What follows belongs to an exercise in optimizing a design on an open flow for small area; a production flow would make more cautious choices.
Only simulation tests tie the RTL to the original design; equivalence was not proved.
Power figures rest on the tool's default switching activity, not on a simulated workload.

==> design.v <==
module Single_port_Async_RAM #( parameter MEM_DEPTH=256,parameter ADDR_SIZE=8)
(input clk,rst_n,
 input  [ADDR_SIZE+1:0] din,       
 input rx_valid,
 output logic [ADDR_SIZE-1:0] rd_word,   
 output logic tx_valid,
 output logic tx_load
);
localparam RINGS = MEM_DEPTH / 16;
localparam W = ADDR_SIZE;
logic [1:0] Operation_Type;
assign Operation_Type = din[W+1:W];
logic [W-1:0] Write_Address, Read_Address;
logic [W-1:0] pend_addr, pend_data;
logic [W-1:0] word0;
logic [W-1:0] rd_buf;
logic [3:0] head;             
logic [3:0] tcnt;             
logic [16*W-1:0] ring [0:RINGS-1];
logic [W-1:0] tap_hi [0:RINGS-1];    
logic [W-1:0] tap_lo [0:RINGS-1];    
wire commit = (head == pend_addr[3:0]);
genvar r;
generate
    for (r = 0; r < RINGS; r = r + 1) begin : g_ring
        assign tap_hi[r] = ring[r][16*W-1 -: W];
        assign tap_lo[r] = ring[r][8*W-1 -: W];
        always_ff @(posedge clk)
            ring[r] <= {ring[r][15*W-1:0],
                        (commit && pend_addr[W-1:4] == r) ? pend_data : tap_hi[r]};
    end
endgenerate
wire wa_zero = (Write_Address == 0);
wire ra_zero = (Read_Address == 0);
wire hit = (head[2:0] == Read_Address[2:0]);
wire [W-1:0] tap = (head[3] == Read_Address[3]) ? tap_hi[Read_Address[W-1:4]]
                                                 : tap_lo[Read_Address[W-1:4]];
assign rd_word = ra_zero ? word0 :
                 (pend_addr == Read_Address) ? pend_data :
                 hit ? tap : rd_buf;
wire wr = rx_valid && Operation_Type == 2'b01;
always_ff @(posedge clk)
begin
    head <= head - 4'd1;
    rd_buf <= rd_word;
    if (wr && !wa_zero)
    begin
        pend_addr <= Write_Address;
        pend_data <= din[W-1:0];
    end
    if (wr && wa_zero)
        word0 <= din[W-1:0];
end
assign tx_valid = (tcnt != 4'd0);
assign tx_load  = (tcnt == 4'd1);
always_ff @(posedge clk, negedge rst_n)
begin
    if (!rst_n)
    begin
        Read_Address <= 0;
        Write_Address <= 0;
        tcnt <= 0;
    end
    else
    begin
        if (rx_valid && Operation_Type == 2'b00)
            Write_Address <= din[W-1:0];
        if (rx_valid && Operation_Type == 2'b10)
            Read_Address <= din[W-1:0];
        if (rx_valid)
            tcnt <= (Operation_Type == 2'b11) ? 4'd1 : 4'd0;
        else if (tcnt == 4'd9)
            tcnt <= 0;
        else if (tcnt != 4'd0)
            tcnt <= tcnt + 4'd1;
    end
end
endmodule
module SPI_Slave_Interface #(parameter ADDR_SIZE =8)
  ( input MOSI,
    input SS_N,
    input tx_valid,
    input tx_load,
    input [ADDR_SIZE-1:0] tx_data,
    input clk,rst_n,
    output logic MISO,
    output logic rx_valid,
    output logic [ADDR_SIZE+1:0] rx_data
);
    logic [ADDR_SIZE+1:0] shift_reg;
    logic [2:0] bit_cnt;
    logic Has_Read_Address;
    logic [3:0] counter;
    assign rx_data = shift_reg;
    localparam logic [2:0] IDLE = 3'd0, CHK_CMD = 3'd1, WRITE = 3'd2,
                           READ_DATA1 = 3'd3, READ_DATA2 = 3'd4, READ_ADD = 3'd5;
    logic [2:0] current_state, next_state;
    wire active = !SS_N && (current_state != IDLE);
    wire cnt10  = (counter == 4'd10);
    always_ff @(posedge clk)
    begin
        shift_reg <= {shift_reg[ADDR_SIZE:0], MOSI};
        if (tx_load)
            bit_cnt <= 0;
        else if (!SS_N)
            bit_cnt <= bit_cnt + 3'd1;
    end
    always_ff @(posedge clk, negedge rst_n)
    begin
        if (!rst_n)
        begin
            current_state <= IDLE;
            counter <= 0;
            Has_Read_Address <= 0;
        end
        else
        begin
            current_state <= next_state;
            counter <= active ? counter + 4'd1 : 4'd0;
            if (current_state == READ_ADD && cnt10)
                Has_Read_Address <= 1;
        end
    end
    always_comb
    begin
        next_state = IDLE;
        rx_valid = 0;
        MISO = 0;
        case (current_state)
            IDLE:       next_state = !SS_N ? CHK_CMD : IDLE;
            CHK_CMD:    next_state = !MOSI ? WRITE : (Has_Read_Address ? READ_DATA1 : READ_ADD);
            WRITE:      begin rx_valid = cnt10; next_state = cnt10 ? IDLE : WRITE; end
            READ_ADD:   begin rx_valid = cnt10; next_state = cnt10 ? IDLE : READ_ADD; end
            READ_DATA1: begin rx_valid = cnt10; next_state = cnt10 ? READ_DATA2 : READ_DATA1; end
            READ_DATA2: begin
                            next_state = tx_valid ? READ_DATA2 : IDLE;
                            MISO = tx_valid & !tx_load & tx_data[~bit_cnt];
                        end
            default:    next_state = IDLE;
        endcase
    end
endmodule
module SPI_Wrapper #(parameter MEM_DEPTH=256,parameter ADDR_SIZE=8)
(   input clk,rst_n,
    input MOSI,
    output MISO,
    input SS_N
);
    logic [ADDR_SIZE+1:0] rx_data;    
    logic rx_valid;                   
    logic tx_valid;                   
    logic tx_load;                    
    logic [ADDR_SIZE-1:0] rd_word;    
Single_port_Async_RAM #(
    .MEM_DEPTH (MEM_DEPTH ),
    .ADDR_SIZE (ADDR_SIZE )
) u_Single_port_Async_RAM (
    .clk      (clk      ),
    .rst_n    (rst_n    ),
    .din      (rx_data  ),
    .rx_valid (rx_valid ),
    .rd_word  (rd_word  ),
    .tx_valid (tx_valid ),
    .tx_load  (tx_load  )
);
SPI_Slave_Interface #(.ADDR_SIZE(ADDR_SIZE)
) u_SPI_Slave_Interface (
    .MOSI     (MOSI     ),
    .SS_N     (SS_N     ),
    .tx_valid (tx_valid ),
    .tx_load  (tx_load  ),
    .tx_data  (rd_word  ),
    .clk      (clk      ),
    .rst_n    (rst_n    ),
    .MISO     (MISO     ),
    .rx_valid (rx_valid ),
    .rx_data  (rx_data  )
);
endmodule
==> flow/run.sh <==
#!/bin/bash
set -euo pipefail
export CTS_ARGS="-sink_clustering_enable -repair_clock_nets -dont_use_dummy_load -buf_list sky130_fd_sc_hd__clkbuf_8 -sink_clustering_size 20 -sink_clustering_max_diameter 50"
bash standard.sh finish > standard_flow.log 2>&1
==> standard.sh <==
#!/bin/bash
# synth_recipe.tcl (not shown) runs the flow's synth.tcl, then flattens the netlist and writes it again
# the make line also repeats each setting of config.mk as NAME=value (left out here)
make -C /OpenROAD-flow-scripts/flow DESIGN_CONFIG=/design/flow/config.mk WORK_HOME=/design/flow/orfs CLKGATE_MAP_FILE= SYNTH_SCRIPT=/design/flow/synth_recipe.tcl "${@:-finish}"
==> config.mk <==
export PLATFORM = sky130hd
export DESIGN_NAME = SPI_Wrapper
export DESIGN_NICKNAME = SPI_Wrapper
export VERILOG_FILES = /design/flow/design.v
export SDC_FILE = /design/flow/constraint.sdc
export NUM_CORES = 4
export LEC_CHECK = 0
export ABC_AREA = 1
export CAP_MARGIN = 30
export CORE_MARGIN = 2
export CORE_UTILIZATION = 50
export SLEW_MARGIN = 40
==> constraint.sdc <==
create_clock -name core_clock -period 10.0 [get_ports {clk}]
set_input_delay 2.0000 -clock core_clock [delete_from_list [all_inputs] [get_ports {clk}]]
set_output_delay 2.0000 -clock core_clock [all_outputs]
set_load 0.01 [all_outputs]
==> flow_summary_export.csv, run 1 <==
group,metric,value,unit
worst_setup_path,worstPathArrival,4.19,ns
timing,finClkSkew,0.110,ns
timing,max_freq,0.162,GHz
worst_setup_path,critPathRequiredTime,8.00,ns
timing,max_slew_margin,0.421,
clock_tree,root_buffer,"clkbuf_8",
floorplan,pin_count,5,
routing,wl_met2,38.5,mm
timing,setup_violations,0,
routing,met3_length,4.37,mm
layout,largest_reg_flops,2048,
min_path,min_from,"u_Single_port_Async_RAM.ring[5][27]$_DFF_P_",
worst_setup_path,worst_path_largest_cell_delay,0.58,ns
yosys,yosys_register_bits,2125,
worst_setup_path,path_class,"flip-flop to output pin",
global_routing,gr-total-overflow,0,
clock_tree,ctsHoldBuffers,0,
clock_tree,post_cts_buffers,0,
routing,vias,21121,
worst_setup_path,r2r-end,"u_Single_port_Async_RAM.ring[11][6]$_DFF_P_",
flow_run,maxCapViolCount,0,
min_path,min_path_cells,0,
worst_setup_path,regToRegSetupSlack,6.92,ns
timing,fin_crit,6.19,ns
yosys,ys_types,33,
layout,area_growth,7.35,%
layout,fin_util,0.542,
outcome,status,"timing/DRC/antenna clean",
floorplan,start_util,0.504,
power,vdd_drop_max,144,uV
yosys,ys_warn_count,5,
yosys,post_synth.cell_area_avg,14.6,um2
global_routing,antenna_found_initial,7,
placed_design,dp_hpwl,59.4,mm
timing,tns,0,ns
global_routing,grt_pass1_wl,132,mm
power,p_per_area,237,nW/um2
routing,wl_met1,44.3,mm
yosys,synthCells,3272,
routing,highest_layer,"met4",
routing,avgRoutedWirePerCell,19.2,um
routing,drt_pass1_iterations,5,
clock_tree,cts_buffer_depth,3,
placed_design,io_buffers,4,
global_routing,grt_usage,0.184,
floorplan,die_h,314,um
layout,drive_above_1_share,0.0561,
power,leakagePower,20.8,nW
worst_setup_path,crit_slowest_cell,"clkdlybuf4s50_1",
global_routing,grt_max_degree,34,
global_routing,grt_pass1_vias,20795,
yosys,syn_nets,3283,
routing,via_per_inst,4.54,
worst_setup_path,end_kind,"output pin",
routing,drc_errors,0,
timing,slew_viol_final,0,
layout,nets,3399,
worst_setup_path,crit_buf_inv,3,
routing,drt_iter0_drc,1680,
clock_tree,tritoncts,"built",
clock_tree,cts_resized,0,
yosys,post_synth_instance_area,47900,um2
timing,worst_slew_pin_slew,0.866,ns
worst_setup_path,worstReg2RegStart,"u_Single_port_Async_RAM.pend_addr[3]$_DFFE_PP_",
worst_setup_path,cp_top_family,"simple AND/OR/NAND/NOR gates",
worst_setup_path,critPathMaxFanout,8,
floorplan,die_width,314,um
clock_tree,clk_pin_slew_worst_paths,0.10,ns
clock_tree,htreeDepth,4,
min_path,min-delay-path-class,"flip-flop to flip-flop",
timing,fin_crit_sh,0.619,
min_path,holdPathEnd,"u_Single_port_Async_RAM.ring[5][35]$_DFF_P_",
placed_design,gp_congestion,0.891,
floorplan,die-area,98300,um2
timing,rsz0062_at_grt,"no",
clock_tree,insertion_delay,0.86,ns
clock_tree,clock_sinks,2125,
timing,finalHoldViolCount,0,
worst_setup_path,start_kind,"flip-flop",
yosys,yosysSeqAreaShare,0.896,
worst_setup_path,crit_path_cell_trace,"inv_1 > nand2_1 > nor2_1 > buf_4 > nand2_1 > nand2_1 > nor2_1 > nand2_1 > o21bai_1 > nand3_1 > nand2_1 > nand2_1 > nand3_1 > nand3_1 > nand2_1 > nand2_1 > nand2_1 > nor2_1 > clkdlybuf4s50_1",
floorplan,row_count,113,
clock_tree,cts_buffers,137,
floorplan,core,95000,um2
worst_setup_path,cp_common_cell,"nand2_1",
routing,drtAntennaViolNets,0,
worst_setup_path,timing.reg2reg.worst_path_depth,5,
routing,wirelength,89.6,mm
==> logic make-up after synthesis <==
kind of cell               synth area share
AOI/OAI and AO/OA                    0.0238
xor gates and xnor gates            0.00238
adders and majority gates           0.00183
buffers and inverters                0.0106
DFF                                   0.896
and+or+nand+nor                      0.0659
==> stage by stage <==
stage / hold slack (ns) / area, um2 / total power, mW / worst slack (ns) / instances
floorplan: 0.310 / 47900 / 8.80 / 6.07 / 3272
global placement: 0.309 / 49500 / 8.83 / 4.53 / 4514
detailed placement: 0.312 / 49500 / 8.85 / 4.70 / 4514
CTS: 0.235 / 51400 / 12.3 / 3.87 / 4651
global route: 0.240 / 51400 / 12.7 / 3.66 / 4654
finish: 0.252 / 51500 / 12.2 / 3.81 / 4655
==> layout make-up <==
class / instances / area [um2]
Antenna cell: 4 / 10.0
Clock buffer: 137 / 1890
Fill cell: 7808 / 43600
Inverter: 78 / 293
Multi-Input combinational cell: 1017 / 4530
Sequential cell: 2125 / 42900
Tap cell: 1265 / 1580
Timing Repair Buffer: 29 / 228
==> cell usage in the layout (no fill, tap or decap), types with 6 or more instances in the layout <==
cell and n:
a21boi_0 8, nor3_1 7, o21a_1 8, xor2_1 10, nand3_1 92, o21bai_1 11
nor2_1 97, buf_4 25, ha_1 7, inv_1 75, nand2_1 552, or2_2 12
edfxtp_1 24, dfxtp_1 2073, nand4_1 10, clkbuf_8 137, o21ai_0 177, nor2_2 6
dfrtp_1 28
==> synth_stat cells <==
cell type | n | area share
dfxtp_1 | 2073 | 0.87
nand2_1 | 555 | 0.043
o21ai_0 | 177 | 0.018
nor2_1 | 102 | 0.0080
nand3_1 | 92 | 0.0096
inv_1 | 76 | 0.0060
clkbuf_1 | 36 | 0.0028
dfrtp_1 | 28 | 0.015
edfxtp_1 | 24 | 0.015
buf_2 | 15 | 0.0016
or2_2 | 12 | 0.0016
o21bai_1 | 11 | 0.0017
nand4_1 | 10 | 0.0013
xor2_1 | 10 | 0.0018
a21boi_0 | 8 | 0.0013
o21a_1 | 8 | 0.0013
ha_1 | 7 | 0.0018
nor3_1 | 7 | 0.00073
a21oi_1 | 4 | 0.00042
xnor2_1 | 3 | 0.00055
nor4_1 | 2 | 0.00026
a21o_1 | 1 | 0.00016
a22oi_1 | 1 | 0.00016
buf_1 | 1 | 0.000078
clkinv_1 | 1 | 0.000078
inv_2 | 1 | 0.000078
nor2_2 | 1 | 0.00013
nor3_2 | 1 | 0.00021
nor3b_1 | 1 | 0.00016
nor4_2 | 1 | 0.00026
o2111ai_1 | 1 | 0.00018
o211ai_1 | 1 | 0.00016
or4_4 | 1 | 0.00023
==> worst max path at each step <==
stage	startpoint	cells after the start	to
after CTS	u_Single_port_Async_RAM.Read_Address[5]$_DFFE_PN0P_	19	MISO
after floorplan	u_Single_port_Async_RAM.Read_Address[7]$_DFFE_PN0P_	18	MISO
after global placement	u_Single_port_Async_RAM.Read_Address[5]$_DFFE_PN0P_	17	MISO
after detailed placement	u_Single_port_Async_RAM.Read_Address[5]$_DFFE_PN0P_	19	MISO
final	u_Single_port_Async_RAM.Read_Address[5]$_DFFE_PN0P_	19	MISO
after global routing	u_Single_port_Async_RAM.Read_Address[5]$_DFFE_PN0P_	19	MISO
==> where the power goes <==
| part | leakage [nW] | switching (mW) | total, mW | internal [mW] |
|---|---|---|---|---|
| logic | 2.51 | 0.0787 | 0.126 | 0.0475 |
| registers | 17.3 | 0.0300 | 8.53 | 8.50 |
| clock network | 0.985 | 2.31 | 3.55 | 1.24 |
| total | 20.8 | 2.42 | 12.2 | 9.78 |
==> routing by layer <==
layer	vias up	GRT usage
met5	-	0
li1	10344	-
met2	429	0.275
met3	156	0.0388
met4	0	0.0618
met1	10192	0.268
==> run 2: changes to the inputs <==
==> run.sh (new file) <==
#!/bin/bash
# synth_recipe.tcl (not shown) runs the flow's synth.tcl, then flattens the netlist and writes it again
# the make line also repeats each setting of config.mk as NAME=value (left out here)
make -C /OpenROAD-flow-scripts/flow DESIGN_CONFIG=/design/flow/config.mk WORK_HOME=/design/flow/orfs CLKGATE_MAP_FILE= SYNTH_SCRIPT=/design/flow/synth_recipe.tcl finish
--- a/config.mk
+++ b/config.mk
@@ -9,4 +9,7 @@
 export CAP_MARGIN = 30
 export CORE_MARGIN = 2
 export CORE_UTILIZATION = 50
+export CTS_BUF_LIST = sky130_fd_sc_hd__clkbuf_4 sky130_fd_sc_hd__clkbuf_8
+export CTS_CLUSTER_DIAMETER = 50
+export CTS_CLUSTER_SIZE = 20
 export SLEW_MARGIN = 40
removed: flow/run.sh
removed: standard.sh
==> flow_summary_export.csv, run 2 <==
group,metric,value,unit
routing,via_per_inst,4.48,
timing,setup_violations,0,
routing,avgRoutedWirePerCell,19.0,um
clock_tree,insertion_delay,0.85,ns
worst_setup_path,critPathRequiredTime,8.00,ns
routing,met3_length,4.52,mm
timing,worst_slew_pin_slew,0.851,ns
floorplan,die-area,98300,um2
routing,wirelength,89.5,mm
yosys,syn_nets,3283,
layout,largest_reg_flops,2048,
timing,fin_hold_ws,0.309,ns
clock_tree,cts_resized,0,
global_routing,grt_usage,0.185,
routing,vias,21169,
flow_run,maxCapViolCount,0,
floorplan,core,95000,um2
worst_setup_path,r2r-end,"u_Single_port_Async_RAM.ring[11][7]$_DFF_P_",
worst_setup_path,path_class,"flip-flop to output pin",
floorplan,die_width,314,um
worst_setup_path,end_kind,"output pin",
clock_tree,cts_buffers,137,
global_routing,grt_pass1_vias,20987,
yosys,ys_types,33,
clock_tree,htreeDepth,4,
yosys,yosysMostFrequentCell,"dfxtp_1",
clock_tree,cts_buffer_depth,3,
yosys,synth_edf_count,24,
timing,rsz0062_at_grt,"no",
timing,finClkSkew,0.0459,ns
routing,highest_layer,"met4",
floorplan,die_h,314,um
yosys,async_flop_share,0.0132,
timing,max_freq,0.160,GHz
yosys,synth_top_area_share,0.866,
min_path,holdPathEnd,"u_Single_port_Async_RAM.ring[5][35]$_DFF_P_",
layout,layout_commonest_cell,"dfxtp_1",
clock_tree,tritoncts,"built",
timing,max_slew_margin,0.431,
yosys,yosysSeqAreaShare,0.896,
global_routing,antenna_found_initial,8,
yosys,post_synth.cell_area_avg,14.6,um2
global_routing,grt_max_degree,34,
yosys,synth.area.top_cells,"dfxtp_1, nand2_1, o21ai_0, edfxtp_1, dfrtp_1",
timing,tns,0,ns
floorplan,pin_count,5,
routing,wl_met1,44.1,mm
timing,finalHoldViolCount,0,
worst_setup_path,start_kind,"flip-flop",
worst_setup_path,worstPathArrival,4.25,ns
placed_design,gp_congestion,0.891,
layout,nets,3399,
routing,drt_iter0_drc,1593,
floorplan,start_util,0.504,
routing,wl_met2,38.6,mm
layout,drive_above_1_share,0.0747,
yosys,yosysTopAreaCell,"dfxtp_1",
timing,fin_crit_sh,0.625,
placed_design,io_buffers,4,
yosys,ys_warn_count,5,
yosys,synth_ff_type,"dfxtp_1",
clock_tree,clk_pin_slew_worst_paths,0.11,ns
worst_setup_path,critPathMaxFanout,8,
power,leakagePower,21.2,nW
clock_tree,clock_sinks,2125,
outcome,status,"timing/DRC/antenna clean",
routing,drtAntennaViolNets,0,
worst_setup_path,timing.reg2reg.worst_path_depth,5,
timing,fin_crit,6.25,ns
routing,drc_errors,0,
placed_design,dp_hpwl,59.4,mm
min_path,min-delay-path-class,"flip-flop to flip-flop",
clock_tree,root_buffer,"clkbuf_8",
yosys,yosys_register_bits,2125,
timing,slew_viol_final,0,
layout,final_cell_mix,"dfxtp_1, nand2_1, o21ai_0",
global_routing,grt_pass1_wl,133,mm
power,p_per_area,244,nW/um2
yosys,post_synth_instance_area,47900,um2
layout,area_growth,8.86,%
floorplan,row_count,113,
min_path,min_from,"u_Single_port_Async_RAM.ring[5][27]$_DFF_P_",
clock_tree,post_cts_buffers,0,
worst_setup_path,worstReg2RegStart,"u_Single_port_Async_RAM.pend_addr[3]$_DFFE_PP_",
power,power,12.7,mW
routing,drt_pass1_iterations,5,
power,vdd_drop_max,144,uV
yosys,synthCells,3272,
global_routing,gr-total-overflow,0,
worst_setup_path,regToRegSetupSlack,6.90,ns
min_path,min_path_cells,0,
clock_tree,ctsHoldBuffers,0,
yosys,synthTopCellsByCount,"dfxtp_1, nand2_1, o21ai_0",
-- run 2: layout make-up --
cell class	count	area [um2]
Clock buffer	161	2110
Antenna cell	1	2.50
Sequential cell	2125	42900
Clock inverter	44	508
Inverter	78	293
Fill cell	7747	42800
Tap cell	1265	1580
Multi-Input combinational cell	1017	4530
Timing Repair Buffer	29	228
-- run 2: logic make-up (layout without fill, tap and decap cells) --
logic type,count (synthesis),after routing,synth area share
adder cells (fa/ha/maj),7,7,0.00183
XOR/XNOR,13,13,0.00238
flip-flops,2125,2125,0.896
other,0,1,0
AND/OR/NAND/NOR,785,785,0.0659
AO/OA/AOI/OAI,212,212,0.0238
buffers and inverters,130,312,0.0106
-- run 2: critical path: stages (launching register included) --
cell and delay, ns:
dfrtp_1 0.48, inv_1 0.16, nand2_1 0.13, nor2_1 0.56
buf_4 0.30, nand2_1 0.07, nand2_1 0.08, nor2_1 0.06
nand2_1 0.16, o21bai_1 0.10, nand3_1 0.13, nand2_1 0.08
nand2_1 0.06, nand3_1 0.07, nand3_1 0.09, nand2_1 0.06
nand2_1 0.05, nand2_1 0.04, nor2_1 0.19, clkdlybuf4s50_1 0.58
-- run 2: worst max-delay path by stage --
stage,start,to,slack [ns]
after CTS,u_Single_port_Async_RAM.Read_Address[5]$_DFFE_PN0P_,MISO,3.79
after global routing,u_Single_port_Async_RAM.Read_Address[5]$_DFFE_PN0P_,MISO,3.58
after floorplan,u_Single_port_Async_RAM.Read_Address[7]$_DFFE_PN0P_,MISO,6.07
after detailed placement,u_Single_port_Async_RAM.Read_Address[5]$_DFFE_PN0P_,MISO,4.70
final,u_Single_port_Async_RAM.Read_Address[5]$_DFFE_PN0P_,MISO,3.75
after global placement,u_Single_port_Async_RAM.Read_Address[5]$_DFFE_PN0P_,MISO,4.53
-- run 2: per-layer routing --
metal / GRT usage / vias to the layer above
met3: 0.0396 / 137
met4: 0.0609 / 0
met2: 0.276 / 439
li1: - / 10413
met5: 0 / -
met1: 0.269 / 10180
-- run 2: report_power, final --
group | internal, mW | switching, mW | total (mW)
Combinational | 0.0474 | 0.0774 | 0.125
Sequential | 8.50 | 0.0297 | 8.53
Clock | 1.54 | 2.54 | 4.08
Total | 10.1 | 2.64 | 12.7
-- run 2: per-stage QoR --
step | area (um2) | cells | setup WS (ns) | utilization
final | 52200 | 4720 | 3.75 | 0.549
after global routing | 52200 | 4720 | 3.58 | 0.549
after CTS | 52200 | 4719 | 3.79 | 0.549
after detailed placement | 49500 | 4514 | 4.70 | 0.521
after global placement | 49500 | 4514 | 4.53 | 0.521
after floorplan | 47900 | 3272 | 6.07 | -

re-timing with driven ports:
How much do the figures lean on ideal ports? The routed layouts below were timed once more, with nothing changed but the port constraints. Step 1 assumes that a clkbuf_16 drives the clock port and a buf_2 every other input. Step 2 moves the port delays by t, midway between the first and last clock arrival at a register: inputs arrive t later, outputs are due t later. That takes back most of the time a late clock gives input paths. Three values: ideal ports, drivers, drivers and shift; two values: the first two.
run	shift t [ns]	setup slack, ns	worst register clock-pin slew, ns
run 1	0.864	3.809 / 3.748 / 4.612	0.12 / 0.12
run 2	0.883	3.754 / 3.692 / 4.575	0.12 / 0.12
After both steps setup and hold are still met in every run listed.
